What follows belongs to an exercise in optimizing a design on an open flow for small area; a production flow would make more cautious choices.
For this run, only the layout was checked, not whether the RTL still works.
Power figures rest on the tool's default switching activity, not on a simulated workload.

`flow/design.v`:
```
`timescale 1ns / 1ps
module Max1270_Phy (
    clk           ,
    rst           ,
    oADCh0Data    ,
    oADCh1Data    ,
    oADCh2Data    ,
    oADCh3Data    ,
    oADCh4Data    ,
    oADCh5Data    ,
    oADCh6Data    ,
    oADCh7Data    ,
    I_MAX1270_MISO,
    O_MAX1270_SCK ,
    O_MAX1270_MOSI,
    O_MAX1270_CS  ,
    O_MAX1270_SHDN,
    I_MAX1270_SSTRB 
);
    input                     clk            ;
    input                     rst            ;
    output [11:0]             oADCh0Data     ;
    output [11:0]             oADCh1Data     ;
    output [11:0]             oADCh2Data     ;
    output [11:0]             oADCh3Data     ;
    output [11:0]             oADCh4Data     ;
    output [11:0]             oADCh5Data     ;
    output [11:0]             oADCh6Data     ;
    output [11:0]             oADCh7Data     ;
    input                     I_MAX1270_MISO ;
    output                    O_MAX1270_SCK  ;
    output                    O_MAX1270_MOSI ;
    output                    O_MAX1270_CS   ;
    output                    O_MAX1270_SHDN ;
    input                     I_MAX1270_SSTRB; 
    reg [11:0]                rADCh0Data;
    reg [11:0]                rADCh1Data;
    reg [11:0]                rADCh2Data;
    reg [11:0]                rADCh3Data;
    reg [11:0]                rADCh4Data;
    reg [11:0]                rADCh5Data;
    reg [11:0]                rADCh6Data;
    reg [11:0]                rADCh7Data;
    reg                       rMAX1270_SCK  ;
    reg                       rMAX1270_MOSI ;
    reg                       rMAX1270_CS   ;
    reg                       rMAX1270_SHDN ;
    reg [7:0]                 rSCKCnt;
    reg                       rSCKBps;
    reg [2:0]                 rMOSICnt;
    reg [2:0]                 rCHCnt;
    reg [7:0]                 rMOSIWaitCnt;
    always @(posedge clk) begin
        if (rst) begin
            rSCKBps <= 0;
            rSCKCnt <= 0;
            rMAX1270_SCK    <= 0;
        end else begin
            if (rSCKCnt <= 8'd49) begin 
                rMAX1270_SCK <= 0;
                rSCKCnt      <= rSCKCnt + 1;
                rSCKBps      <= 0;
            end else if ((rSCKCnt >= 8'd50) && (rSCKCnt < 8'd99)) begin
                rMAX1270_SCK <= 1 & (~rMAX1270_CS);
                rSCKCnt      <= rSCKCnt + 1;
                rSCKBps      <= 0;
            end else if (rSCKCnt == 8'd99) begin
                rMAX1270_SCK <= 1 & (~rMAX1270_CS);
                rSCKCnt      <= 0;
                rSCKBps      <= 1;
            end else begin
                rMAX1270_SCK <= rMAX1270_SCK;
                rSCKCnt      <= rSCKCnt + 1;
                rSCKBps      <= 0;
            end
        end
    end
    localparam MOSI_FSM_BIT = 4;
    localparam MOSI_RESET = 4'b0001;
    localparam MOSI_DATAO = 4'b0010; 
    localparam MOSI_WAIT  = 4'b0100; 
    reg     [MOSI_FSM_BIT-1:0]       rMOSI_cur_state ;
    always @(posedge clk) begin
        if (rst) begin
            rMAX1270_MOSI   <= 0;
            rMAX1270_CS     <= 1;
            rMAX1270_SHDN   <= 1;
            rMOSI_cur_state <= MOSI_RESET;
            rMOSICnt        <= 0;
            rMOSIWaitCnt    <= 0;
            rCHCnt          <= 0;
        end else begin
            if (rSCKBps) begin
                case (rMOSI_cur_state)
                    MOSI_RESET: begin
                        rMAX1270_MOSI   <= 0;
                        rMAX1270_CS     <= 1;
                        rMAX1270_SHDN   <= 1;
                        rMOSI_cur_state <= MOSI_DATAO;
                        rMOSICnt        <= 0;
                        rMOSIWaitCnt    <= 0;
                        rCHCnt          <= 0;
                    end
                    MOSI_DATAO: begin
                        rMAX1270_CS   <= 0;
                        rMAX1270_SHDN <= 1;
                        rMOSIWaitCnt  <= 0;
                        case (rMOSICnt)
                            3'b000 : begin rMAX1270_MOSI <= 1        ; rMOSI_cur_state <= MOSI_DATAO; end 
                            3'b001 : begin rMAX1270_MOSI <= rCHCnt[2]; rMOSI_cur_state <= MOSI_DATAO; end 
                            3'b010 : begin rMAX1270_MOSI <= rCHCnt[1]; rMOSI_cur_state <= MOSI_DATAO; end 
                            3'b011 : begin rMAX1270_MOSI <= rCHCnt[0]; rMOSI_cur_state <= MOSI_DATAO; end 
                            3'b100 : begin rMAX1270_MOSI <= 1        ; rMOSI_cur_state <= MOSI_DATAO; end 
                            3'b101 : begin rMAX1270_MOSI <= 1        ; rMOSI_cur_state <= MOSI_DATAO; end 
                            3'b110 : begin rMAX1270_MOSI <= 0        ; rMOSI_cur_state <= MOSI_DATAO; end 
                            3'b111 : begin rMAX1270_MOSI <= 1        ; rMOSI_cur_state <= MOSI_WAIT ; end 
                        endcase
                        rMOSICnt <= rMOSICnt + 1;
                    end
                    MOSI_WAIT: begin
                        rMAX1270_MOSI <= 0;
                        rMAX1270_SHDN <= 1;
                        rMOSICnt      <= 0;
                        if (rMOSIWaitCnt == 0) begin
                            rMAX1270_CS   <= 0;
                            rCHCnt          <= rCHCnt;
                            rMOSIWaitCnt    <= rMOSIWaitCnt + 1;
                            rMOSI_cur_state <= MOSI_WAIT;
                        end else if (rMOSIWaitCnt == 8'd9) begin
                            rMAX1270_CS   <= 0;
                            rCHCnt          <= rCHCnt + 1;
                            rMOSIWaitCnt    <= 0;
                            rMOSI_cur_state <= MOSI_DATAO;
                        end else begin
                            rMAX1270_CS   <= rMAX1270_CS;
                            rCHCnt          <= rCHCnt;
                            rMOSIWaitCnt    <= rMOSIWaitCnt + 1;
                            rMOSI_cur_state <= MOSI_WAIT;
                        end
                    end
                    default: begin
                        rMAX1270_MOSI   <= 0;
                        rMAX1270_CS     <= 1;
                        rMAX1270_SHDN   <= 1;
                        rCHCnt          <= 0;
                        rMOSI_cur_state <= MOSI_RESET;
                        rMOSICnt        <= 0;
                        rMOSIWaitCnt    <= 0;
                    end
                endcase
            end else begin
                rMOSI_cur_state <= rMOSI_cur_state;
            end
        end
    end
    reg [11:0]                      rDataSLR;
    reg [ 7:0]                      rMISOCnt;
    reg [2:0]                 rLastCHCnt;
    localparam MISO_FSM_BIT = 4;
    localparam MISO_RESET = 4'b0001;
    localparam MISO_DATAI = 4'b0010; 
    localparam MISO_WAIT  = 4'b0100; 
    reg     [MISO_FSM_BIT-1:0]       rMISO_cur_state ;
    always @(posedge clk) begin
        if (rst) begin
            rADCh0Data <= 12'd0;
            rADCh1Data <= 12'd0;
            rADCh2Data <= 12'd0;
            rADCh3Data <= 12'd0;
            rADCh4Data <= 12'd0;
            rADCh5Data <= 12'd0;
            rADCh6Data <= 12'd0;
            rADCh7Data <= 12'd0;
            rMISO_cur_state <= MISO_RESET;
            rDataSLR        <= 0;
            rMISOCnt        <= 0;
            rLastCHCnt      <= 0;
        end else begin
            if (rSCKBps) begin
                case (rMISO_cur_state)
                    MISO_RESET: begin
                        if (I_MAX1270_SSTRB) begin
                            rMISO_cur_state <= MISO_DATAI;
                            rLastCHCnt <= rCHCnt;
                        end else begin
                            rMISO_cur_state <= rMISO_cur_state;
                            rLastCHCnt <= rLastCHCnt;
                        end
                        rMISOCnt <= 0;
                        rDataSLR <= 0;
                    end
                    MISO_DATAI: begin
                        rLastCHCnt <= rLastCHCnt;
                        if (rMISOCnt == 8'd11) begin
                            case (rLastCHCnt)
                                3'b000 : begin rADCh0Data <= {rDataSLR[10:0], I_MAX1270_MISO}; rMISO_cur_state <= MISO_RESET; end 
                                3'b001 : begin rADCh1Data <= {rDataSLR[10:0], I_MAX1270_MISO}; rMISO_cur_state <= MISO_RESET; end 
                                3'b010 : begin rADCh2Data <= {rDataSLR[10:0], I_MAX1270_MISO}; rMISO_cur_state <= MISO_RESET; end 
                                3'b011 : begin rADCh3Data <= {rDataSLR[10:0], I_MAX1270_MISO}; rMISO_cur_state <= MISO_RESET; end 
                                3'b100 : begin rADCh4Data <= {rDataSLR[10:0], I_MAX1270_MISO}; rMISO_cur_state <= MISO_RESET; end 
                                3'b101 : begin rADCh5Data <= {rDataSLR[10:0], I_MAX1270_MISO}; rMISO_cur_state <= MISO_RESET; end 
                                3'b110 : begin rADCh6Data <= {rDataSLR[10:0], I_MAX1270_MISO}; rMISO_cur_state <= MISO_RESET; end 
                                3'b111 : begin rADCh7Data <= {rDataSLR[10:0], I_MAX1270_MISO}; rMISO_cur_state <= MISO_RESET; end 
                            endcase
                            rMISOCnt <= 0;
                        end else begin
                            rDataSLR <= {rDataSLR[10:0], I_MAX1270_MISO};
                            rMISOCnt <= rMISOCnt + 1;
                        end
                    end
                    default: begin
                        rADCh0Data <= 12'd0;
                        rADCh1Data <= 12'd0;
                        rADCh2Data <= 12'd0;
                        rADCh3Data <= 12'd0;
                        rADCh4Data <= 12'd0;
                        rADCh5Data <= 12'd0;
                        rADCh6Data <= 12'd0;
                        rADCh7Data <= 12'd0;
                        rMISO_cur_state <= MISO_RESET;
                        rDataSLR        <= 0;
                        rMISOCnt        <= 0;
                        rLastCHCnt      <= 0;
                    end
                endcase
            end else begin
                rMISO_cur_state <= rMISO_cur_state;
            end
        end
    end
    assign                    O_MAX1270_SCK  = rMAX1270_SCK  ;
    assign                    O_MAX1270_MOSI = rMAX1270_MOSI ;
    assign                    O_MAX1270_CS   = rMAX1270_CS   ;
    assign                    O_MAX1270_SHDN = rMAX1270_SHDN ;
    assign                    oADCh0Data = rADCh0Data;
    assign                    oADCh1Data = rADCh1Data;
    assign                    oADCh2Data = rADCh2Data;
    assign                    oADCh3Data = rADCh3Data;
    assign                    oADCh4Data = rADCh4Data;
    assign                    oADCh5Data = rADCh5Data;
    assign                    oADCh6Data = rADCh6Data;
    assign                    oADCh7Data = rADCh7Data;
endmodule
`timescale 1ns / 1ps
module Max1270_AXIL_Reg #
(
    parameter DATA_WIDTH = 32,
    parameter ADDR_WIDTH = 16,
    parameter STRB_WIDTH = (DATA_WIDTH/8),
    parameter PIPELINE_OUTPUT = 0
)
(
    input  wire                   clk,
    input  wire                   rst,
    input  wire [ADDR_WIDTH-1:0]  s_axil_awaddr ,
    input  wire [2:0]             s_axil_awprot ,
    input  wire                   s_axil_awvalid,
    output wire                   s_axil_awready,
    input  wire [DATA_WIDTH-1:0]  s_axil_wdata  ,
    input  wire [STRB_WIDTH-1:0]  s_axil_wstrb  ,
    input  wire                   s_axil_wvalid ,
    output wire                   s_axil_wready ,
    output wire [1:0]             s_axil_bresp  ,
    output wire                   s_axil_bvalid ,
    input  wire                   s_axil_bready ,
    input  wire [ADDR_WIDTH-1:0]  s_axil_araddr ,
    input  wire [2:0]             s_axil_arprot ,
    input  wire                   s_axil_arvalid,
    output wire                   s_axil_arready,
    output wire [DATA_WIDTH-1:0]  s_axil_rdata  ,
    output wire [1:0]             s_axil_rresp  ,
    output wire                   s_axil_rvalid ,
    input  wire                   s_axil_rready ,
    input wire [11:0]             iADCh0Data,
    input wire [11:0]             iADCh1Data,
    input wire [11:0]             iADCh2Data,
    input wire [11:0]             iADCh3Data,
    input wire [11:0]             iADCh4Data,
    input wire [11:0]             iADCh5Data,
    input wire [11:0]             iADCh6Data,
    input wire [11:0]             iADCh7Data
);
    reg [31:0]            rADCh0Ch1Data   ;
    reg [31:0]            rADCh2Ch3Data   ;
    reg [31:0]            rADCh4Ch5Data   ;
    reg [31:0]            rADCh6Ch7Data   ;
parameter VALID_ADDR_WIDTH = ADDR_WIDTH - $clog2(STRB_WIDTH);
parameter WORD_WIDTH = STRB_WIDTH;
parameter WORD_SIZE = DATA_WIDTH/WORD_WIDTH;
reg mem_wr_en;
reg mem_rd_en;
reg s_axil_awready_reg, s_axil_awready_next;
reg s_axil_wready_reg, s_axil_wready_next;
reg s_axil_bvalid_reg, s_axil_bvalid_next;
reg s_axil_arready_reg, s_axil_arready_next;
reg [DATA_WIDTH-1:0] s_axil_rdata_reg, s_axil_rdata_next;
reg s_axil_rvalid_reg, s_axil_rvalid_next;
reg [DATA_WIDTH-1:0] s_axil_rdata_pipe_reg;
reg s_axil_rvalid_pipe_reg;
wire [VALID_ADDR_WIDTH-1:0] s_axil_awaddr_valid = s_axil_awaddr >> (ADDR_WIDTH - VALID_ADDR_WIDTH);
wire [VALID_ADDR_WIDTH-1:0] s_axil_araddr_valid = s_axil_araddr >> (ADDR_WIDTH - VALID_ADDR_WIDTH);
assign s_axil_awready = s_axil_awready_reg;
assign s_axil_wready = s_axil_wready_reg;
assign s_axil_bresp = 2'b00;
assign s_axil_bvalid = s_axil_bvalid_reg;
assign s_axil_arready = s_axil_arready_reg;
assign s_axil_rdata = PIPELINE_OUTPUT ? s_axil_rdata_pipe_reg : s_axil_rdata_reg;
assign s_axil_rresp = 2'b00;
assign s_axil_rvalid = PIPELINE_OUTPUT ? s_axil_rvalid_pipe_reg : s_axil_rvalid_reg;
always @* begin
    mem_wr_en = 1'b0;
    s_axil_awready_next = 1'b0;
    s_axil_wready_next = 1'b0;
    s_axil_bvalid_next = s_axil_bvalid_reg && !s_axil_bready;
    if (s_axil_awvalid && s_axil_wvalid && (!s_axil_bvalid || s_axil_bready) && (!s_axil_awready && !s_axil_wready)) begin
        s_axil_awready_next = 1'b1;
        s_axil_wready_next = 1'b1;
        s_axil_bvalid_next = 1'b1;
        mem_wr_en = 1'b1;
    end
end
always @(posedge clk) begin
    if (rst) begin
        s_axil_awready_reg <= 1'b0;
        s_axil_wready_reg <= 1'b0;
        s_axil_bvalid_reg <= 1'b0;
    end else begin
        s_axil_awready_reg <= s_axil_awready_next;
        s_axil_wready_reg <= s_axil_wready_next;
        s_axil_bvalid_reg <= s_axil_bvalid_next;
    end
end
always @* begin
    mem_rd_en = 1'b0;
    s_axil_arready_next = 1'b0;
    s_axil_rvalid_next = s_axil_rvalid_reg && !(s_axil_rready || (PIPELINE_OUTPUT && !s_axil_rvalid_pipe_reg));
    if (s_axil_arvalid && (!s_axil_rvalid || s_axil_rready || (PIPELINE_OUTPUT && !s_axil_rvalid_pipe_reg)) && (!s_axil_arready)) begin
        s_axil_arready_next = 1'b1;
        s_axil_rvalid_next = 1'b1;
        mem_rd_en = 1'b1;
    end
end
always @(posedge clk) begin
    if (rst) begin
        s_axil_arready_reg <= 1'b0;
        s_axil_rvalid_reg <= 1'b0;
        s_axil_rvalid_pipe_reg <= 1'b0;
    end else begin
        s_axil_arready_reg <= s_axil_arready_next;
        s_axil_rvalid_reg <= s_axil_rvalid_next;
        if (!s_axil_rvalid_pipe_reg || s_axil_rready) begin
            s_axil_rvalid_pipe_reg <= s_axil_rvalid_reg;
        end
    end
    if (mem_rd_en) begin
        if (s_axil_araddr_valid[7:0] == 8'd0) begin
            s_axil_rdata_reg <= rADCh0Ch1Data;
        end else if (s_axil_araddr_valid[7:0] == 8'd1) begin
            s_axil_rdata_reg <= rADCh2Ch3Data;
        end else if (s_axil_araddr_valid[7:0] == 8'd2) begin
            s_axil_rdata_reg <= rADCh4Ch5Data;
        end else if (s_axil_araddr_valid[7:0] == 8'd3) begin
            s_axil_rdata_reg <= rADCh6Ch7Data;
        end else begin
            s_axil_rdata_reg <= 0;
        end
    end
    if (!s_axil_rvalid_pipe_reg || s_axil_rready) begin
        s_axil_rdata_pipe_reg <= s_axil_rdata_reg;
    end
end
always @(posedge clk) begin
    rADCh0Ch1Data <= {{4{iADCh0Data[11]}},iADCh0Data,{4{iADCh1Data[11]}},iADCh1Data};
    rADCh2Ch3Data <= {{4{iADCh2Data[11]}},iADCh2Data,{4{iADCh3Data[11]}},iADCh3Data};
    rADCh4Ch5Data <= {{4{iADCh4Data[11]}},iADCh4Data,{4{iADCh5Data[11]}},iADCh5Data};
    rADCh6Ch7Data <= {{4{iADCh6Data[11]}},iADCh6Data,{4{iADCh7Data[11]}},iADCh7Data};
end
endmodule
`timescale 1ns / 1ps
module Max1270_Top #
(
    parameter AXIL_ADDR_WIDTH      = 32,
    parameter AXIL_DATA_WIDTH      = 32,
    parameter AXIL_STRB_WIDTH      = AXIL_DATA_WIDTH/8
)
(
    input  wire                   s_axil_clk    ,
    input  wire                   s_axil_rst    ,
    input  wire [AXIL_ADDR_WIDTH-1:0]  s_axil_awaddr ,
    input  wire [2:0]             s_axil_awprot ,
    input  wire                   s_axil_awvalid,
    output wire                   s_axil_awready,
    input  wire [AXIL_DATA_WIDTH-1:0]  s_axil_wdata  ,
    input  wire [AXIL_STRB_WIDTH-1:0]  s_axil_wstrb  ,
    input  wire                   s_axil_wvalid ,
    output wire                   s_axil_wready ,
    output wire [1:0]             s_axil_bresp  ,
    output wire                   s_axil_bvalid ,
    input  wire                   s_axil_bready ,
    input  wire [AXIL_ADDR_WIDTH-1:0]  s_axil_araddr ,
    input  wire [2:0]             s_axil_arprot ,
    input  wire                   s_axil_arvalid,
    output wire                   s_axil_arready,
    output wire [AXIL_DATA_WIDTH-1:0]  s_axil_rdata  ,
    output wire [1:0]             s_axil_rresp  ,
    output wire                   s_axil_rvalid ,
    input  wire                   s_axil_rready ,
    input                         I_MAX1270_MISO,
    output                        O_MAX1270_SCK ,
    output                        O_MAX1270_MOSI,
    output                        O_MAX1270_CS  ,
    output                        O_MAX1270_SHDN,
    input                         I_MAX1270_SSTRB
);
    wire [11:0]             wADCh0Data     ;
    wire [11:0]             wADCh1Data     ;
    wire [11:0]             wADCh2Data     ;
    wire [11:0]             wADCh3Data     ;
    wire [11:0]             wADCh4Data     ;
    wire [11:0]             wADCh5Data     ;
    wire [11:0]             wADCh6Data     ;
    wire [11:0]             wADCh7Data     ;
    Max1270_Phy inst_Max1270_Phy
        (
            .clk             (s_axil_clk),
            .rst             (~s_axil_rst),
            .oADCh0Data      (wADCh0Data),
            .oADCh1Data      (wADCh1Data),
            .oADCh2Data      (wADCh2Data),
            .oADCh3Data      (wADCh3Data),
            .oADCh4Data      (wADCh4Data),
            .oADCh5Data      (wADCh5Data),
            .oADCh6Data      (wADCh6Data),
            .oADCh7Data      (wADCh7Data),
            .I_MAX1270_MISO  (I_MAX1270_MISO),
            .O_MAX1270_SCK   (O_MAX1270_SCK),
            .O_MAX1270_MOSI  (O_MAX1270_MOSI),
            .O_MAX1270_CS    (O_MAX1270_CS),
            .O_MAX1270_SHDN  (O_MAX1270_SHDN),
            .I_MAX1270_SSTRB (I_MAX1270_SSTRB)
        );
    Max1270_AXIL_Reg #(
            .DATA_WIDTH(AXIL_DATA_WIDTH),
            .ADDR_WIDTH(AXIL_ADDR_WIDTH),
            .PIPELINE_OUTPUT(0)
        ) inst_Max1270_AXIL_Reg (
            .clk            (s_axil_clk),
            .rst            (~s_axil_rst),
            .s_axil_awaddr  (s_axil_awaddr),
            .s_axil_awprot  (s_axil_awprot),
            .s_axil_awvalid (s_axil_awvalid),
            .s_axil_awready (s_axil_awready),
            .s_axil_wdata   (s_axil_wdata),
            .s_axil_wstrb   (s_axil_wstrb),
            .s_axil_wvalid  (s_axil_wvalid),
            .s_axil_wready  (s_axil_wready),
            .s_axil_bresp   (s_axil_bresp),
            .s_axil_bvalid  (s_axil_bvalid),
            .s_axil_bready  (s_axil_bready),
            .s_axil_araddr  (s_axil_araddr),
            .s_axil_arprot  (s_axil_arprot),
            .s_axil_arvalid (s_axil_arvalid),
            .s_axil_arready (s_axil_arready),
            .s_axil_rdata   (s_axil_rdata),
            .s_axil_rresp   (s_axil_rresp),
            .s_axil_rvalid  (s_axil_rvalid),
            .s_axil_rready  (s_axil_rready),
            .iADCh0Data     (wADCh0Data),
            .iADCh1Data     (wADCh1Data),
            .iADCh2Data     (wADCh2Data),
            .iADCh3Data     (wADCh3Data),
            .iADCh4Data     (wADCh4Data),
            .iADCh5Data     (wADCh5Data),
            .iADCh6Data     (wADCh6Data),
            .iADCh7Data     (wADCh7Data)
        );
endmodule
```
`flow/run.sh`:
```
#!/bin/bash
# synth_recipe.tcl (not shown) runs the flow's synth.tcl, then flattens the netlist and writes it again
# the make line also repeats each setting of config.mk as NAME=value (left out here)
make -C /OpenROAD-flow-scripts/flow DESIGN_CONFIG=/design/flow/config.mk WORK_HOME=/design/flow/orfs CLKGATE_MAP_FILE= SYNTH_SCRIPT=/design/flow/synth_recipe.tcl finish
```
`flow/config.mk`:
```
export PLATFORM = sky130hd
export DESIGN_NAME = Max1270_Top
export DESIGN_NICKNAME = Max1270_Top
export VERILOG_FILES = /design/flow/design.v
export SDC_FILE = /design/flow/constraint.sdc
export NUM_CORES = 4
export LEC_CHECK = 0
export CAP_MARGIN = 20
export CORE_MARGIN = 2
export CORE_UTILIZATION = 40
export SLEW_MARGIN = 20
```
`flow/constraint.sdc`:
```
create_clock -name core_clock -period 5.0 [get_ports {s_axil_clk}]
set_input_delay 1.0000 -clock core_clock [delete_from_list [all_inputs] [get_ports {s_axil_clk}]]
set_output_delay 1.0000 -clock core_clock [all_outputs]
set_load 0.01 [all_outputs]
```
==> reports/qor.yml <==
crit_fanout: 11
yosysSeqAreaShare_pct: 59.2
drtAntennaViolNets: 0
grt_max_degree: 53
slew_headroom_pct: 27.6
start_util_pct: 41.0
hold_violations: 0
place_ws_ps: 1980
grt_setup_unrepaired: "no"
tns_ps: 0
die_h_um: 159
worstSkewPairLatency_ps: 530
route.detailed.drc: 0
tightest_slew_ps: 1080
core_area_um2: 23500
port_buffers: 56
row_count: 56
avgViaCountPerCell: 5.32
critPathRequiredTime_ps: 5400
reg2reg_depth: 5
period_minus_slack_ps: 2860
syn_avg_cell_area_um2: 12.2
power_leakage_nw: 4.13
critPathLaunchType: "flop"
yosysWarnings: 2
cts-root-buf: "clkbuf_16"
rrSetupSlack_ps: 2140
dp_cells: 1108
routed-via-count: 6172
ctsResizeCount: 0
grt_util_all_layers_pct: 15.6
overflow: 0
first_global_vias: 6029
drt-pass1-iter-count: 5
finalCritPeriodShare_pct: 57.2
initialDrtViolationCount: 258
hpwl_um: 11900
clock.fmax_ghz: 0.350
fill_cells: 2144
synth_ff_type: "dfxtp_1"
post_cts_buffers: 0
cp-end-kind: "flop"
worstReg2RegStart: "inst_Max1270_Phy.rMISOCnt[0]"
slew_viol_final: 0
fin_skew_ps: 15.0
finalSetupViolCount: 0
die_area_um2: 25400
instances_no_fill: 1160
synth_area_um2: 9640
outcome: "no timing/DRC/antenna violations"
diodes: 0
final_nets: 947
cts_sinks: 273
crit_arrival_ps: 3260
ys_ff_latch: 273
antenna_found_initial: 0
endpoint: "inst_Max1270_Phy.rADCh6Data[1]"
fp.dieW_um: 159
cts_tree: "built"
r2r_end: "inst_Max1270_Phy.rADCh6Data[1]"
clk_pin_slew_ps: 70
synth_edf_count: 24
gp_congestion: 0.825
criticalPathCategory: "flop to flop"
cap_violations: 0
crit_path_start: "inst_Max1270_Phy.rMISOCnt[0]"
grt_pass1_wl_um: 32200
htreeDepth: 1
cts_hold_buf: 0
drive_gt1_share_pct: 12.6
async_reset_ff_share_pct: 0
cellPowerDensity_nw_per_um2: 392
wire_per_inst_um: 17.1
areaGrowthSynthToFinish_pct: 16.4
yosysUniqueCellTypes: 62
cts_buffers: 28
routed_wl_um: 19800
hold_class: "flop to flop"
max-vdd-ir-drop_mv: 0.241
syn_inst: 793
clock_path_buffers: 3
setup_ws_ps: 2140
io_pins: 160
## Yosys cell counts, types with 13 or more instances
cell type	number	share of area, %
edfxtp_1	24	7.5
o21ai_0	17	0.88
nand3_1	20	1.0
a21oi_1	21	1.1
a32o_1	63	6.5
mux4_2	24	5.6
clkbuf_1	24	0.93
nor2_1	41	1.6
nand2_1	48	1.9
and3_1	28	1.8
dfxtp_1	249	52
buf_4	17	1.3
buf_2	14	0.73
ha_1	13	1.7
buf_1	13	0.51
## where the power goes
part           switching, W  internal [W]
logic             0.0000742     0.0000556
registers        0.00000689       0.00222
clock network      0.000834       0.00121
## worst min path at each step
stage,startpoint,to,slack [ps],depth (start not counted)
after floorplan,inst_Max1270_Phy.rADCh1Data[0],inst_Max1270_AXIL_Reg.rADCh0Ch1Data[0],320,0
after global placement,inst_Max1270_Phy.rADCh1Data[2],inst_Max1270_AXIL_Reg.rADCh0Ch1Data[2],330,0
after detailed placement,inst_Max1270_Phy.rADCh1Data[0],inst_Max1270_AXIL_Reg.rADCh0Ch1Data[0],330,0
after CTS,inst_Max1270_Phy.rADCh7Data[9],inst_Max1270_AXIL_Reg.rADCh6Ch7Data[9],340,0
after global routing,inst_Max1270_Phy.rADCh6Data[10],inst_Max1270_AXIL_Reg.rADCh6Ch7Data[26],350,0
final,inst_Max1270_Phy.rADCh6Data[2],inst_Max1270_AXIL_Reg.rADCh6Ch7Data[18],340,0
## stage by stage
step	hold slack [ps]	area, µm²	total power, W	util, %
floorplan	324	9660	0.00235	-
global placement	329	10300	0.00241	43.8
detailed placement	332	10300	0.00241	43.8
CTS	343	11200	0.00444	47.7
global route	352	11200	0.00455	47.7
finish	338	11200	0.00440	47.7
## placed cells by master, fill, tap and decap left out, types with 5 or more instances in the layout
master / Yosys / routed
inv_1: 7 / 7
edfxtp_1: 24 / 24
a21oi_1: 21 / 21
a32o_1: 63 / 63
nor2_1: 41 / 40
and3_1: 28 / 28
dfxtp_1: 249 / 249
xnor2_1: 9 / 9
nand2b_1: 8 / 8
nand3_1: 20 / 20
nor3_1: 9 / 9
clkbuf_16: 0 / 29
nand2_1: 48 / 48
ha_1: 13 / 13
xor2_1: 10 / 10
mux2i_1: 9 / 9
clkdlybuf4s50_1: 0 / 54
buf_4: 17 / 10
and2_1: 6 / 6
o211ai_1: 6 / 6
o21ai_0: 17 / 17
clkinv_2: 0 / 8
a22o_1: 10 / 10
mux4_2: 24 / 24
a2bb2o_1: 10 / 10
conb_1: 2 / 5
o2bb2ai_1: 10 / 10
clkbuf_1: 24 / 5
a31oi_1: 6 / 6
nand4_1: 8 / 8
## metal layers
layer  global-route usage, %  vias to the layer above  routed length [µm]
met5                       0                        -                   0
met4                    4.05                        0                 389
met3                    2.66                       29                 940
met2                    26.0                      135                9240
met1                    21.1                     3018                9270
li1                        -                     2990                   -
## critical path, stage by stage (launching register included)
cell and delay, ps:
dfxtp_1 370, ha_1 230, or4b_1 740, nor3b_2 960, nand2_1 240, mux2i_1 180
## logic make-up after synthesis
group	Yosys count	synth area share, %
flip-flops	273	59.2
AND/OR/NAND/NOR	200	11.3
AO/OA/AOI/OAI	170	15.0
buffers and inverters	82	4.42
multiplexers	34	6.66
XOR/XNOR	19	1.73
adder cells (fa/ha/maj)	13	1.69
other	2	0.0779
## cell type report
cell class | instances | area, µm² | area share [%]
flip-flops and latches | 273 | 5710 | 50.8
repair buffers | 66 | 626 | 5.57
multi-input cells | 441 | 3540 | 31.5
clock inverters | 15 | 133 | 1.18
clock buffers | 37 | 786 | 7.00
well taps | 319 | 399 | 3.56
inverters | 9 | 33.8 | 0.301

## afterwards: timing with drivers on the ports
How much do the figures lean on ideal ports? The routed layout below was timed once more, with nothing changed but the port constraints. Step 1, drivers: a clkbuf_16 drives s_axil_clk and a buf_2 each remaining input, both assumed. Step 2 adds t to the input delays and takes it off the output delays; t is the mean of the earliest and latest rising clock arrival at the registers after step 1. Input paths then give back, and output paths get back, about the clock's delay inside the block. Slacks: ideal / step 1 / step 2; pairs: ideal / step 1.
t, ns: 0.566
setup slack, ns: 2.141 / 2.141 / 1.949
worst setup path after step 2: input to register
cell pins on the clock port's net: 1
After both steps setup and hold are still met in this run. For this run, drivers alone change the setup slack by 0.000 ns; drivers and shift together by -0.192 ns.
